What follows belongs to an exercise in optimizing a design on an open flow for small area; a production flow would make more cautious choices. Function was not checked in any run shown here: the RTL went through the layout flow alone. No activity file was given, so power comes from the tool's default toggle rates.

### flow/design.v
`timescale 1ns / 1ps
module crcSMPTE (
	input [17:0] crcIn,
	input [9:0] data,
	output [17:0] crcOut
);
	wire [9:0] t = crcIn[9:0] ^ data;
	assign crcOut[0]  = crcIn[10];
	assign crcOut[1]  = crcIn[11];
	assign crcOut[2]  = crcIn[12];
	assign crcOut[3]  = t[0] ^ crcIn[13];
	assign crcOut[4]  = t[0] ^ t[1] ^ crcIn[14];
	assign crcOut[5]  = t[1] ^ t[2] ^ crcIn[15];
	assign crcOut[6]  = t[2] ^ t[3] ^ crcIn[16];
	assign crcOut[7]  = t[3] ^ t[4] ^ crcIn[17];
	assign crcOut[8]  = t[0] ^ t[4] ^ t[5];
	assign crcOut[9]  = t[1] ^ t[5] ^ t[6];
	assign crcOut[10] = t[2] ^ t[6] ^ t[7];
	assign crcOut[11] = t[3] ^ t[7] ^ t[8];
	assign crcOut[12] = t[4] ^ t[8] ^ t[9];
	assign crcOut[13] = t[5] ^ t[9];
	assign crcOut[14] = t[6];
	assign crcOut[15] = t[7];
	assign crcOut[16] = t[8];
	assign crcOut[17] = t[9];
endmodule
`timescale 1ns / 100ps
module SMPTE274(
  input           i_CLK_74m25,
  input           i_RST_N,
  input           i_EN,
  input  [ 9 : 0] i_data_Y,
  input  [ 9 : 0] i_data_C,
  output [11 : 0] PIX_CNT_o,
  output [10 : 0] LINE_CNT_o,
  output          VSYNC_o,
  output          HSYNC_o,
  output          DATA_RQ_o,
  output [ 9 : 0] Y_data_o,
  output [ 9 : 0] C_data_o
  );
reg  [11 : 0] pix_cnt;
reg  [10 : 0] line_cnt;
reg           i_EN_d;
reg           running;       
reg           frame;         
reg           V;
reg           vsync;
reg           line_data_rq;
reg  [ 9 : 0] pdata_Y, pdata_C;
reg  [17 : 0] crc_Y, crc_C;
wire [11 : 0] p = pix_cnt;
wire [10 : 0] l = line_cnt;
wire hi      = p[11];                         
wire top     = &p[10:7];                      
wire pix_end = hi & p[7] & p[4] & p[2] & p[1] & p[0];      
wire sav     = hi & p[7] & p[4] & p[2];                    
wire q_lo    = ~|p[6:3];                                   
wire eav     = ~hi & top & q_lo & ~p[2];                   
wire lncrc   = ~hi & top & q_lo &  p[2];                   
wire trs     = eav | sav;                                  
wire data    = ~hi & ~top;                                 
wire H       = ~hi;                                        
wire line_end = l[10] & l[6] & l[5] & l[2] & l[0];         
wire line_41  = (l == 11'd41);
wire line_1121 = l[10] & l[6] & l[5] & ~l[2] & ~l[1] & l[0];
wire [10 : 0] line_inc = line_cnt + 1'b1;    
always @(negedge i_CLK_74m25 or negedge i_RST_N)
  if (!i_RST_N)
    pix_cnt <= 0;
  else if (pix_end)
    pix_cnt <= 0;
  else if (running)
    pix_cnt <= pix_cnt + 1'b1;
always @(posedge i_CLK_74m25 or negedge i_RST_N)
  if (!i_RST_N)
    line_cnt <= 0;
  else if (line_end)
    line_cnt <= 0;
  else if (pix_end)
    line_cnt <= line_inc;
always @(posedge i_CLK_74m25 or negedge i_RST_N)
  if (!i_RST_N) begin
    i_EN_d       <= 1'b0;
    running      <= 1'b0;
    frame        <= 1'b0;
    V            <= 1'b0;
    vsync        <= 1'b0;
    line_data_rq <= 1'b0;
  end else begin
    i_EN_d       <= i_EN;
    running      <= running | (i_EN ^ i_EN_d);
    frame        <= line_41 | (frame & ~line_1121);
    V            <= ~frame;
    vsync        <= V;
    line_data_rq <= frame & ~hi & ~top & ~(p[10:0] == 11'h77f);    
  end
assign HSYNC_o = hi | (top & |p[6:0]);        
wire [17:0] crcOut_Y, crcOut_C;
crcSMPTE CRC_Y (.crcIn(crc_Y), .data(pdata_Y), .crcOut(crcOut_Y));
crcSMPTE CRC_C (.crcIn(crc_C), .data(pdata_C), .crcOut(crcOut_C));
wire crc_clr = ~|p[10:0];
always @(posedge i_CLK_74m25) begin
  crc_Y <= crc_clr ? 18'd0 : crcOut_Y;
  crc_C <= crc_clr ? 18'd0 : crcOut_C;
end
wire [9:0] xyz  = {1'b1, 1'b0, V, H, V ^ H, H, V, V ^ H, 2'b00};
wire [9:0] ln0  = {~line_inc[6], line_inc[6:0], 2'b00};
wire [9:0] ln1  = {4'b1000, line_inc[10:7], 2'b00};
reg [9:0] w_Y, w_C;
always @* begin
  if (data) begin
    w_Y = i_data_Y;
    w_C = i_data_C;
  end else if (trs) begin
    case (p[1:0])
      2'd0:    begin w_Y = 10'h3ff; w_C = 10'h3ff; end
      2'd3:    begin w_Y = xyz;     w_C = xyz;     end
      default: begin w_Y = 10'h000; w_C = 10'h000; end
    endcase
  end else if (lncrc) begin
    case (p[1:0])
      2'd0:    begin w_Y = ln0; w_C = ln0; end
      2'd1:    begin w_Y = ln1; w_C = ln1; end
      2'd2:    begin w_Y = {~crcOut_Y[8], crcOut_Y[8:0]};
                     w_C = {~crcOut_C[8], crcOut_C[8:0]}; end
      default: begin w_Y = {~crc_Y[17], crc_Y[17:9]};
                     w_C = {~crc_C[17], crc_C[17:9]}; end
    endcase
  end else begin
    w_Y = 10'h040;
    w_C = 10'h200;
  end
end
always @(posedge i_CLK_74m25 or negedge i_RST_N)
  if (!i_RST_N) begin
    pdata_Y <= 0;
    pdata_C <= 0;
  end else begin
    pdata_Y <= w_Y;
    pdata_C <= w_C;
  end
assign PIX_CNT_o  = pix_cnt;
assign LINE_CNT_o = line_cnt;
assign Y_data_o   = pdata_Y;
assign C_data_o   = pdata_C;
assign VSYNC_o    = vsync;
assign DATA_RQ_o  = line_data_rq;
endmodule
### flow/run.sh
#!/bin/bash
# synth_recipe.tcl (not shown) runs the flow's synth.tcl, then flattens the netlist and writes it again
# the make line also repeats each setting of config.mk as NAME=value (left out here)
make -C /OpenROAD-flow-scripts/flow DESIGN_CONFIG=/design/flow/config.mk WORK_HOME=/design/flow/orfs CLKGATE_MAP_FILE= SYNTH_SCRIPT=/design/flow/synth_recipe.tcl finish
### flow/config.mk
export PLATFORM = sky130hd
export DESIGN_NAME = SMPTE274
export DESIGN_NICKNAME = SMPTE274
export VERILOG_FILES = /design/flow/design.v
export SDC_FILE = /design/flow/constraint.sdc
export NUM_CORES = 4
export LEC_CHECK = 0
export CAP_MARGIN = 20
export CORE_MARGIN = 2
export CORE_UTILIZATION = 40
export PLACE_DENSITY = 0.6
export SLEW_MARGIN = 20
### flow/constraint.sdc
create_clock -name core_clock -period 13.4 [get_ports {i_CLK_74m25}]
set_input_delay 2.6800 -clock core_clock [delete_from_list [all_inputs] [get_ports {i_CLK_74m25}]]
set_output_delay 2.6800 -clock core_clock [all_outputs]
set_load 0.01 [all_outputs]
==> impl_results.html, run 1 <==
<table>
<tr><th>Metric</th><th>Value</th></tr>
<tr><th colspan="2">Global routing</th></tr>
<tr><td>Sum of overflow across all layers after global routing</td><td>0</td></tr>
<tr><td>Via count of the first global-routing pass</td><td>3485</td></tr>
<tr><td>Pin count of the biggest net entering global routing</td><td>36</td></tr>
<tr><td>Antenna violations before repair</td><td>0</td></tr>
<tr><td>First-pass GRT wire length</td><td>18700 um</td></tr>
<tr><td>GRT Util Overall</td><td>0.211</td></tr>
<tr><th colspan="2">Placed design</th></tr>
<tr><td>Routability cong.</td><td>0.845</td></tr>
<tr><td>HPWL after detailed placement</td><td>8580 um</td></tr>
<tr><td>IO Port Bufs</td><td>68</td></tr>
<tr><th colspan="2">Final layout</th></tr>
<tr><td>Share of final-layout standard cells stronger than drive strength 1</td><td>0.0649</td></tr>
<tr><td>Filler Cells Inserted</td><td>1021</td></tr>
<tr><td>Commonest cells after routing, fill and taps aside</td><td>sky130_fd_sc_hd__clkdlybuf4s50_1 (67), sky130_fd_sc_hd__nor2_1 (64), sky130_fd_sc_hd__xnor2_1 (53)</td></tr>
<tr><td>Layout Nets</td><td>549</td></tr>
<tr><td>Final antenna diode count</td><td>0</td></tr>
<tr><td>Synth-to-layout area growth</td><td>22.0%</td></tr>
<tr><td>Most common library cell in the layout ignoring fill and taps</td><td>sky130_fd_sc_hd__clkdlybuf4s50_1</td></tr>
<tr><th colspan="2">Floorplanning</th></tr>
<tr><td>I/O pin count</td><td>69</td></tr>
<tr><td>Core region area</td><td>10800 sq um</td></tr>
<tr><td>Initial Utilization</td><td>0.407</td></tr>
<tr><td>Full die area</td><td>11800 sq um</td></tr>
<tr><td>Vertical die dimension</td><td>109 um</td></tr>
<tr><td>Horizontal extent of the die</td><td>109 um</td></tr>
<tr><td>Total number of placement rows</td><td>38</td></tr>
<tr><th colspan="2">Synth</th></tr>
<tr><td>Fraction of synthesized area in multiplexers</td><td>0.00484</td></tr>
<tr><td>Number of warnings printed during yosys synthesis</td><td>1</td></tr>
<tr><td>Count of flip-flops with a built-in enable after synthesis</td><td>0</td></tr>
<tr><td>Top area cells in the synthesized netlist</td><td>sky130_fd_sc_hd__dfrtp_1 (21%), sky130_fd_sc_hd__dfxtp_1 (16%), sky130_fd_sc_hd__xnor2_1 (11%), sky130_fd_sc_hd__dfrtn_1 (6.8%), sky130_fd_sc_hd__nor2_1 (5.6%)</td></tr>
<tr><td>Number of standard cells after synthesis</td><td>462</td></tr>
<tr><td>Avg Synthesized Cell Area</td><td>9.51 sq um</td></tr>
<tr><td>Largest family of logic cells by synthesized area</td><td>simple AND/OR/NAND/NOR gates</td></tr>
<tr><td>Synth Area in Simple Gates</td><td>0.175</td></tr>
<tr><td>Cell area after synthesis</td><td>4390 sq um</td></tr>
<tr><td>Share of the synthesized netlist area taken by xor and xnor gates</td><td>0.163</td></tr>
<tr><td>Asr flop ratio synth</td><td>0.576</td></tr>
<tr><td>Library cell occupying the most area in the post-synthesis netlist</td><td>sky130_fd_sc_hd__dfrtp_1</td></tr>
<tr><td>Share of the yosys chip area belonging to registers</td><td>0.443</td></tr>
<tr><td>Complex-gate fraction of the synthesized area</td><td>0.155</td></tr>
<tr><td>Ys flop type</td><td>sky130_fd_sc_hd__dfrtp_1</td></tr>
<tr><td>Synthesized flop and latch total</td><td>85</td></tr>
<tr><td>Fraction of post-synthesis cell area in the top cell type by area</td><td>0.211</td></tr>
<tr><td>Share of synthesized cell area in full adder, half adder and majority cells</td><td>0.0199</td></tr>
<tr><td>Syn_nets</td><td>492</td></tr>
<tr><td>Post-synthesis cell type count</td><td>64</td></tr>
<tr><th colspan="2">STA</th></tr>
<tr><td>Number of hold-slack violations in the final timing report</td><td>0</td></tr>
<tr><td>Worst Skew</td><td>0.0251 ns</td></tr>
<tr><td>Tightest Pin Transition</td><td>0.899 ns</td></tr>
<tr><td>Max-slew violations</td><td>0</td></tr>
<tr><td>Setup Total Neg Slack</td><td>0 ns</td></tr>
<tr><td>Final setup vio count</td><td>0</td></tr>
<tr><td>Unrepaired setup endpoints after global routing</td><td>no</td></tr>
<tr><td>Worst rel slew slack</td><td>0.398</td></tr>
<tr><th colspan="2">Min path</th></tr>
<tr><td>Hold Startpoint</td><td>frame</td></tr>
<tr><td>Hold Path Cell Cnt</td><td>1</td></tr>
<tr><td>Worst hold path class</td><td>reg -&gt; reg</td></tr>
<tr><th colspan="2">Routing</th></tr>
<tr><td>Uppermost signal routing layer after detailed routing</td><td>met4</td></tr>
<tr><td>Total via count after detailed routing</td><td>3635</td></tr>
<tr><td>Routed met2 length</td><td>5370 um</td></tr>
<tr><td>Post-DR wirelength/cell</td><td>17.8 um</td></tr>
<tr><td>Drt drc</td><td>0</td></tr>
<tr><td>Post-detailed-route count of antenna-violating nets</td><td>0</td></tr>
<tr><td>Post-detailed-routing wire length</td><td>11800 um</td></tr>
<tr><td>DRC violation total after the first TritonRoute iteration</td><td>212</td></tr>
<tr><td>Total met3 wirelength after detailed routing</td><td>745 um</td></tr>
<tr><td>Wl on met1</td><td>5420 um</td></tr>
<tr><td>Detailed Routing Iterations Pass 1</td><td>5</td></tr>
<tr><td>Via/cell ratio</td><td>5.47</td></tr>
<tr><th colspan="2">Power</th></tr>
<tr><td>Cell area power density</td><td>198 nW/um^2</td></tr>
<tr><td>Total power</td><td>0.00106 W</td></tr>
<tr><td>Worst IR Drop VDD</td><td>0.000123 V</td></tr>
<tr><td>Reported leakage power</td><td>2.13 nW</td></tr>
<tr><th colspan="2">Worst setup path</th></tr>
<tr><td>Timing startpoint of the critical path</td><td>pix_cnt[0]</td></tr>
<tr><td>Number of cells on the worst reg-to-reg path</td><td>7</td></tr>
<tr><td>Highest cell delay on the worst timing path</td><td>0.48 ns</td></tr>
<tr><td>Family with the most delay on the worst path</td><td>buffers and inverters</td></tr>
<tr><td>Req. time, crit path</td><td>10.72 ns</td></tr>
<tr><td>Number of gates on the worst path with buffers counted</td><td>5</td></tr>
<tr><td>Type of origin of the critical path</td><td>register</td></tr>
<tr><td>CP Capture Type</td><td>output pin</td></tr>
<tr><td>Sequence of cells on the critical path</td><td>inv_1 -&gt; ha_1 -&gt; nand2_1 -&gt; a21o_1 -&gt; clkdlybuf4s50_1</td></tr>
<tr><td>Crit path max-delay cell type</td><td>sky130_fd_sc_hd__ha_1</td></tr>
<tr><td>Arrival time at the worst endpoint</td><td>9.00 ns</td></tr>
<tr><td>Worst reg2reg startpoint</td><td>pix_cnt[0]</td></tr>
<tr><td>Worst Setup Path Type</td><td>reg -&gt; out</td></tr>
<tr><td>CP bufs+invs</td><td>2</td></tr>
<tr><td>Maximum fanout encountered on the critical timing path</td><td>15</td></tr>
<tr><th colspan="2">Run status</th></tr>
<tr><td>Run status</td><td>finished clean</td></tr>
<tr><th colspan="2">CTS</th></tr>
<tr><td>Total setup buffers inserted after CTS</td><td>0</td></tr>
<tr><td>Number of sinks driven by the clock tree</td><td>85</td></tr>
<tr><td>Clock transition at the register clock pins on the worst setup and hold paths after CTS</td><td>0.09 ns</td></tr>
<tr><td>Post-CTS Hold Buffers</td><td>0</td></tr>
<tr><td>Inserted Clock Buffers</td><td>9</td></tr>
<tr><td>Deepest clock path buffer count</td><td>2</td></tr>
<tr><td>Number of cells upsized or downsized after cts</td><td>0</td></tr>
<tr><td>Clock network latency to the later pin of the worst-skew pair</td><td>0.36 ns</td></tr>
<tr><td>Maximum level of the CTS H-tree</td><td>3</td></tr>
<tr><td>TritonCTS clock tree</td><td>built</td></tr>
<tr><td>Clock tree root driver cell</td><td>sky130_fd_sc_hd__clkbuf_8</td></tr>
<tr><th colspan="2">Run</th></tr>
<tr><td>Max-capacitance violation count</td><td>0</td></tr>
</table>
## stage by stage
step | instance area, sq um | worst slack [ns] | instances | hold slack (ns) | util
2_1_floorplan | 4390 | 2.58 | 462 | 0.391 | -
3_3_place_gp | 5160 | 2.13 | 648 | 0.415 | 0.478
3_5_place_dp | 5160 | 2.12 | 648 | 0.415 | 0.478
4_1_cts | 5360 | 1.72 | 664 | 0.429 | 0.497
5_1_grt | 5360 | 1.59 | 664 | 0.435 | 0.497
6_report | 5360 | 1.72 | 664 | 0.434 | 0.497
## worst paths after layout
check	end	slack, ns
setup / recovery	HSYNC_o	1.72
hold / removal	V	0.43
setup reg to reg	pdata_Y[4]	4.35
hold reg to reg	V	0.43
max in group asynchronous	pix_cnt[1]	3.97
min in group asynchronous	pdata_Y[1]	2.33
## synth_stat cells, types with 11 or more instances
cell / count
sky130_fd_sc_hd__nor2_1: 65
sky130_fd_sc_hd__nand2_1: 23
sky130_fd_sc_hd__dfrtn_1: 12
sky130_fd_sc_hd__inv_1: 13
sky130_fd_sc_hd__xnor2_1: 53
sky130_fd_sc_hd__a21oi_1: 17
sky130_fd_sc_hd__clkbuf_1: 17
sky130_fd_sc_hd__dfrtp_1: 37
sky130_fd_sc_hd__dfxtp_1: 36
sky130_fd_sc_hd__nand3_1: 11
sky130_fd_sc_hd__xor2_1: 18
sky130_fd_sc_hd__o21ai_0: 25
## registers in the layout (all words and copies together) (netlist names)
register,count
pix_cnt,12
pdata_C,10
V,1
vsync,1
frame,1
running,1
line_cnt,11
line_data_rq,1
pdata_Y,10
i_EN_d,1
crc_C,18
crc_Y,18
## area by class of cell
| cell class | count | area (sq um) | area share |
|---|---|---|---|
| multi-input combinational | 337 | 2280 | 0.425 |
| clock inverter | 7 | 78.8 | 0.0147 |
| clock buffer | 9 | 124 | 0.0231 |
| tap | 140 | 175 | 0.0327 |
| timing repair buffer | 72 | 706 | 0.132 |
| sequential | 85 | 1950 | 0.363 |
| inverter | 14 | 52.6 | 0.00981 |
## power by group
part | switching, W | internal [W]
logic | 0.000251 | 0.000232
clock network | 0.000103 | 0.0000890
registers | 0.0000525 | 0.000336
total | 0.000407 | 0.000657
## cell families after synthesis
group / after synthesis
xor+xnor: 75
compound gates: 99
fa+ha+maj: 7
flops: 85
mux: 2
buf+inv: 40
simple gates: 154
## worst reg2reg max path: cells and delay by family (launching register included)
kind	cells	cell delay, ns
adders and majority gates	1	0.40
buffers and inverters	1	0.13
and+or+nand+nor	2	0.49
DFF	1	0.51
AOI/OAI and AO/OA	3	0.76
## layer usage
layer,GRT usage,vias up
li1,-,1726
met5,0,-
met3,0.0317,27
met1,0.297,1741
met4,0.0778,0
met2,0.328,141
==> run 2, diff against run 1 <==
==> flow/flow/run.sh (new file) <==
#!/bin/bash
# Own layout flow: the standard flow (standard.sh) with
#  - an area-oriented ABC script for the combinational mapping (registers untouched),
#  - the smallest buffer for the port buffers,
# everything else as standard.sh runs it. Logs: flow.log here, ORFS logs under orfs/logs.
set -euo pipefail
W=$PWD
# Synthesis: the standard flow's own script, with abc given flow/area.abc instead of ORFS's script.
cat > "$W/flow_synth.tcl" <<TCL
proc abc {args} {
  set i [lsearch -exact \$args -script]
  if {\$i >= 0} { lset args [expr {\$i+1}] {$W/flow/area.abc} }
  yosys abc {*}\$args
}
source {$W/synth_recipe.tcl}
TCL
sed -e "s#SYNTH_SCRIPT=[^ ]*#SYNTH_SCRIPT=$W/flow_synth.tcl#" standard.sh > flow_standard.sh
grep -q "SYNTH_SCRIPT=$W/flow_synth.tcl" flow_standard.sh
export BUFFER_PORTS_ARGS="-buffer_cell sky130_fd_sc_hd__buf_1"
bash flow_standard.sh > "$W/flow.log" 2>&1
==> flow/flow/area.abc (new file) <==
strash
&get -n
&fraig -x
&put
dc2
strash
&get -n
&dch -f
&nf -a
&put
==> flow/standard.sh (new file) <==
#!/bin/bash
# synth_recipe.tcl (not shown) runs the flow's synth.tcl, then flattens the netlist and writes it again
# the make line also repeats each setting of config.mk as NAME=value (left out here)
make -C /OpenROAD-flow-scripts/flow DESIGN_CONFIG=/design/flow/config.mk WORK_HOME=/design/flow/orfs CLKGATE_MAP_FILE= SYNTH_SCRIPT=/design/flow/synth_recipe.tcl "${@:-finish}"
removed: flow/run.sh
==> run 2 against run 1 <==
Synthesized cell count fell by 9.7%. Hold slack improved by 0.0013 ns. Sequential cell count did not move. Core utilization fell by 1.9 points. Critical path type unchanged. Highest routed layer unchanged.
==> impl_results.html, run 2 <==
<table>
<tr><th>Metric</th><th>Value</th></tr>
<tr><th colspan="2">Run status</th></tr>
<tr><td>Run status</td><td>finished clean</td></tr>
<tr><th colspan="2">Power</th></tr>
<tr><td>Total power</td><td>0.00112 W (+5.4%)</td></tr>
<tr><td>Reported leakage power</td><td>1.84 nW (-14%)</td></tr>
<tr><td>Cell area power density</td><td>241 nW/um^2 (+22%)</td></tr>
<tr><td>Worst IR Drop VDD</td><td>0.000119 V (-3.3%)</td></tr>
<tr><th colspan="2">Final layout</th></tr>
<tr><td>Post-route cell area</td><td>4650 sq um (-13%)</td></tr>
<tr><td>Share of final-layout standard cells stronger than drive strength 1</td><td>0.0417 (-0.0231)</td></tr>
<tr><td>Commonest cells after routing, fill and taps aside</td><td>sky130_fd_sc_hd__buf_1 (67), sky130_fd_sc_hd__nor2_1 (40), sky130_fd_sc_hd__dfrtp_1 (37)</td></tr>
<tr><td>Filler Cells Inserted</td><td>953 (-6.7%)</td></tr>
<tr><td>Synth-to-layout area growth</td><td>16.4%</td></tr>
<tr><td>Register cell area after layout</td><td>1950 sq um (unchanged)</td></tr>
<tr><td>Area occupied by multi-input gates</td><td>1990 sq um (-12%)</td></tr>
<tr><td>Final antenna diode count</td><td>0 (unchanged)</td></tr>
<tr><td>Layout Nets</td><td>528 (-3.8%)</td></tr>
<tr><td>Most common library cell in the layout ignoring fill and taps</td><td>sky130_fd_sc_hd__buf_1</td></tr>
<tr><td>Largest registers in the final layout</td><td>crc_C: 18 flops, crc_Y: 18 flops, pix_cnt: 12 flops</td></tr>
<tr><th colspan="2">Routing</th></tr>
<tr><td>Drt drc</td><td>0 (unchanged)</td></tr>
<tr><td>Total via count after detailed routing</td><td>3380 (-7.0%)</td></tr>
<tr><td>Post-DR wirelength/cell</td><td>17.1 um (-4.3%)</td></tr>
<tr><td>DRC violation total after the first TritonRoute iteration</td><td>199 (-6.1%)</td></tr>
<tr><td>Via/cell ratio</td><td>5.31 (-2.9%)</td></tr>
<tr><td>Post-detailed-route count of antenna-violating nets</td><td>0 (unchanged)</td></tr>
<tr><td>Post-detailed-routing wire length</td><td>10900 um (-8.3%)</td></tr>
<tr><td>Detailed Routing Iterations Pass 1</td><td>6 (+1)</td></tr>
<tr><th colspan="2">STA</th></tr>
<tr><td>Final hold slack</td><td>0.435 ns (+0.00125 ns)</td></tr>
<tr><td>Setup Total Neg Slack</td><td>0 ns (unchanged)</td></tr>
<tr><td>Max-slew violations</td><td>0 (unchanged)</td></tr>
<tr><td>Tightest Pin Transition</td><td>0.996 ns (+0.0966 ns)</td></tr>
<tr><td>Unrepaired setup endpoints after global routing</td><td>no</td></tr>
<tr><td>Final setup vio count</td><td>0 (unchanged)</td></tr>
<tr><td>Fin worst setup slack</td><td>1.59 ns (-0.131 ns)</td></tr>
<tr><td>Worst Skew</td><td>0.0232 ns (-0.00193 ns)</td></tr>
<tr><td>Number of hold-slack violations in the final timing report</td><td>0 (unchanged)</td></tr>
<tr><td>Worst rel slew slack</td><td>0.336 (-0.0622)</td></tr>
<tr><th colspan="2">CTS</th></tr>
<tr><td>Post-CTS Hold Buffers</td><td>0 (unchanged)</td></tr>
<tr><td>Maximum level of the CTS H-tree</td><td>3 (unchanged)</td></tr>
<tr><td>Number of sinks driven by the clock tree</td><td>85 (unchanged)</td></tr>
<tr><td>Total setup buffers inserted after CTS</td><td>0 (unchanged)</td></tr>
<tr><td>Number of cells upsized or downsized after cts</td><td>0 (unchanged)</td></tr>
<tr><td>Clock tree root driver cell</td><td>sky130_fd_sc_hd__clkbuf_8</td></tr>
<tr><td>Clock transition at the register clock pins on the worst setup and hold paths after CTS</td><td>0.09 ns (about the same)</td></tr>
<tr><td>Clock network latency to the later pin of the worst-skew pair</td><td>0.36 ns (about the same)</td></tr>
<tr><td>Inserted Clock Buffers</td><td>9 (unchanged)</td></tr>
<tr><td>TritonCTS clock tree</td><td>built</td></tr>
<tr><td>Deepest clock path buffer count</td><td>2 (unchanged)</td></tr>
<tr><th colspan="2">Floorplanning</th></tr>
<tr><td>Total number of placement rows</td><td>36 (-5.3%)</td></tr>
<tr><td>Horizontal extent of the die</td><td>104 um (-4.5%)</td></tr>
<tr><td>Initial Utilization</td><td>0.411 (+0.00348)</td></tr>
<tr><td>I/O pin count</td><td>69 (unchanged)</td></tr>
<tr><td>Vertical die dimension</td><td>104 um (-4.5%)</td></tr>
<tr><td>Full die area</td><td>10800 sq um (-8.8%)</td></tr>
<tr><td>Core region area</td><td>9730 sq um (-9.9%)</td></tr>
<tr><th colspan="2">Synth</th></tr>
<tr><td>Number of warnings printed during yosys synthesis</td><td>1 (unchanged)</td></tr>
<tr><td>Cell area after synthesis</td><td>4000 sq um (-9.1%)</td></tr>
<tr><td>Asr flop ratio synth</td><td>0.576 (unchanged)</td></tr>
<tr><td>Dominant cell by count in the synthesized netlist</td><td>sky130_fd_sc_hd__nor2_1</td></tr>
<tr><td>Post-synthesis cell type count</td><td>42 (-34%)</td></tr>
<tr><td>Library cell occupying the most area in the post-synthesis netlist</td><td>sky130_fd_sc_hd__dfrtp_1</td></tr>
<tr><td>Synthesized flop and latch total</td><td>85 (unchanged)</td></tr>
<tr><td>Most frequent cells after synthesis</td><td>sky130_fd_sc_hd__nor2_1 (40), sky130_fd_sc_hd__a21oi_1 (37), sky130_fd_sc_hd__dfrtp_1 (37), sky130_fd_sc_hd__dfxtp_1 (36), sky130_fd_sc_hd__nand2_1 (35)</td></tr>
<tr><td>Top area cells in the synthesized netlist</td><td>sky130_fd_sc_hd__dfrtp_1 (23%), sky130_fd_sc_hd__dfxtp_1 (18%), sky130_fd_sc_hd__dfrtn_1 (7.5%), sky130_fd_sc_hd__xnor2_1 (6.6%), sky130_fd_sc_hd__xor2_1 (6.4%)</td></tr>
<tr><td>Ys flop type</td><td>sky130_fd_sc_hd__dfrtp_1</td></tr>
<tr><td>Count of flip-flops with a built-in enable after synthesis</td><td>0 (unchanged)</td></tr>
<tr><td>Number of standard cells after synthesis</td><td>417 (-9.7%)</td></tr>
<tr><td>Avg Synthesized Cell Area</td><td>9.58 sq um (+0.73%)</td></tr>
<tr><td>Fraction of post-synthesis cell area in the top cell type by area</td><td>0.232 (+0.0211)</td></tr>
<tr><td>Syn_nets</td><td>447 (-9.1%)</td></tr>
<tr><td>Share of the yosys chip area belonging to registers</td><td>0.487 (+0.0443)</td></tr>
<tr><th colspan="2">Placed design</th></tr>
<tr><td>Post-placement setup slack</td><td>1.98 ns (-0.134 ns)</td></tr>
<tr><td>HPWL after detailed placement</td><td>7640 um (-11%)</td></tr>
<tr><td>Routability cong.</td><td>0.814 (-3.6%)</td></tr>
<tr><td>Placed Area</td><td>4440 sq um (-14%)</td></tr>
<tr><td>IO Port Bufs</td><td>68 (unchanged)</td></tr>
<tr><th colspan="2">Worst setup path</th></tr>
<tr><td>Worst Setup Path Type</td><td>reg -&gt; out</td></tr>
<tr><td>Arrival time at the worst endpoint</td><td>9.13 ns (+0.13 ns)</td></tr>
<tr><td>Maximum fanout encountered on the critical timing path</td><td>11 (-4)</td></tr>
<tr><td>CP Capture Type</td><td>output pin</td></tr>
<tr><td>Type of origin of the critical path</td><td>register</td></tr>
<tr><td>Req. time, crit path</td><td>10.72 ns (about the same)</td></tr>
<tr><th colspan="2">Min path</th></tr>
<tr><td>Worst hold path class</td><td>reg -&gt; reg</td></tr>
<tr><th colspan="2">Global routing</th></tr>
<tr><td>Met2 capacity usage during global routing</td><td>0.313 (-0.0152)</td></tr>
<tr><td>Pin count of the biggest net entering global routing</td><td>50 (+39%)</td></tr>
<tr><td>GRT Util Overall</td><td>0.203 (-0.00732)</td></tr>
<tr><td>Via count of the first global-routing pass</td><td>3170 (-9.0%)</td></tr>
<tr><td>First-pass GRT wire length</td><td>17300 um (-7.3%)</td></tr>
<tr><td>Sum of overflow across all layers after global routing</td><td>0 (unchanged)</td></tr>
<tr><td>Most used routing layer in global routing</td><td>met2</td></tr>
<tr><td>Antenna violations before repair</td><td>0 (unchanged)</td></tr>
<tr><td>GR met3 Demand/Resource</td><td>0.0445 (+0.0128)</td></tr>
<tr><td>Met1 GRT Util</td><td>0.294 (-0.00304)</td></tr>
<tr><th colspan="2">Run</th></tr>
<tr><td>Max-capacitance violation count</td><td>0 (unchanged)</td></tr>
</table>
## run 2: changes by cell type after synthesis, sizes merged, moves of 13 or more
cell	change
xnor2	-23
inv	-13
nor2	-25
clkbuf	-17
a21oi	+19
clkinv	+13
## run 2: layout make-up
type	instances	area share
Clock inverter	6	0.0161
Multi-Input combinational cell	317	0.428
Clock buffer	10	0.0296
Inverter	14	0.0113
Tap cell	133	0.0358
Sequential cell	85	0.419
Timing Repair Buffer	71	0.0600
## run 2: worst paths after layout
| kind | from | endpoint | slack (ns) | cells after the start |
|---|---|---|---|---|
| max in group asynchronous | i_RST_N | pix_cnt[0] | 3.91 | 2 |
| worst max-delay path | pix_cnt[0] | HSYNC_o | 1.59 | 7 |
| worst min register to register | V | vsync | 0.43 | 0 |
| worst max register to register | pix_cnt[0] | pdata_Y[6] | 3.91 | 8 |
| worst min-delay path | V | vsync | 0.43 | 0 |
| min in group asynchronous | i_RST_N | pdata_C[6] | 2.41 | 2 |
## run 2: cell families (layout without fill, tap and decap cells)
logic type | after synthesis | after routing | synth area share
AND/OR/NAND/NOR | 131 | 131 | 0.158
AO/OA/AOI/OAI | 120 | 120 | 0.188
flip-flops | 85 | 85 | 0.487
XOR/XNOR | 59 | 59 | 0.129
buffers and inverters | 15 | 101 | 0.0150
adder cells (fa/ha/maj) | 7 | 7 | 0.0219
## run 2: worst max-delay path, stage by stage (launching register included)
cell and delay (ns):
sky130_fd_sc_hd__dfrtn_1 0.44, sky130_fd_sc_hd__clkinv_1 0.12, sky130_fd_sc_hd__ha_1 0.24, sky130_fd_sc_hd__clkinv_1 0.25, sky130_fd_sc_hd__or3_1 0.63, sky130_fd_sc_hd__nor2_1 0.17, sky130_fd_sc_hd__nor2_1 0.07, sky130_fd_sc_hd__buf_1 0.18
## run 2: layer usage
metal  up-vias  wire, um
li1       1645         -
met1      1604      5040
met2       117      5010
met3        14       686
met4         0       127
met5         -         0
## run 2: stage by stage
step,std cells,utilization
after floorplan,417,-
after global placement,620,0.456
after detailed placement,620,0.456
after CTS,636,0.478
after global routing,636,0.478
final,636,0.478
## run 2: where the power goes
| part | internal (W) | switching [W] | leakage, nW |
|---|---|---|---|
| Sequential | 0.000346 | 0.0000621 | 0.903 |
| Combinational | 0.000219 | 0.000301 | 0.831 |
| Clock | 0.0000942 | 0.0000996 | 0.105 |
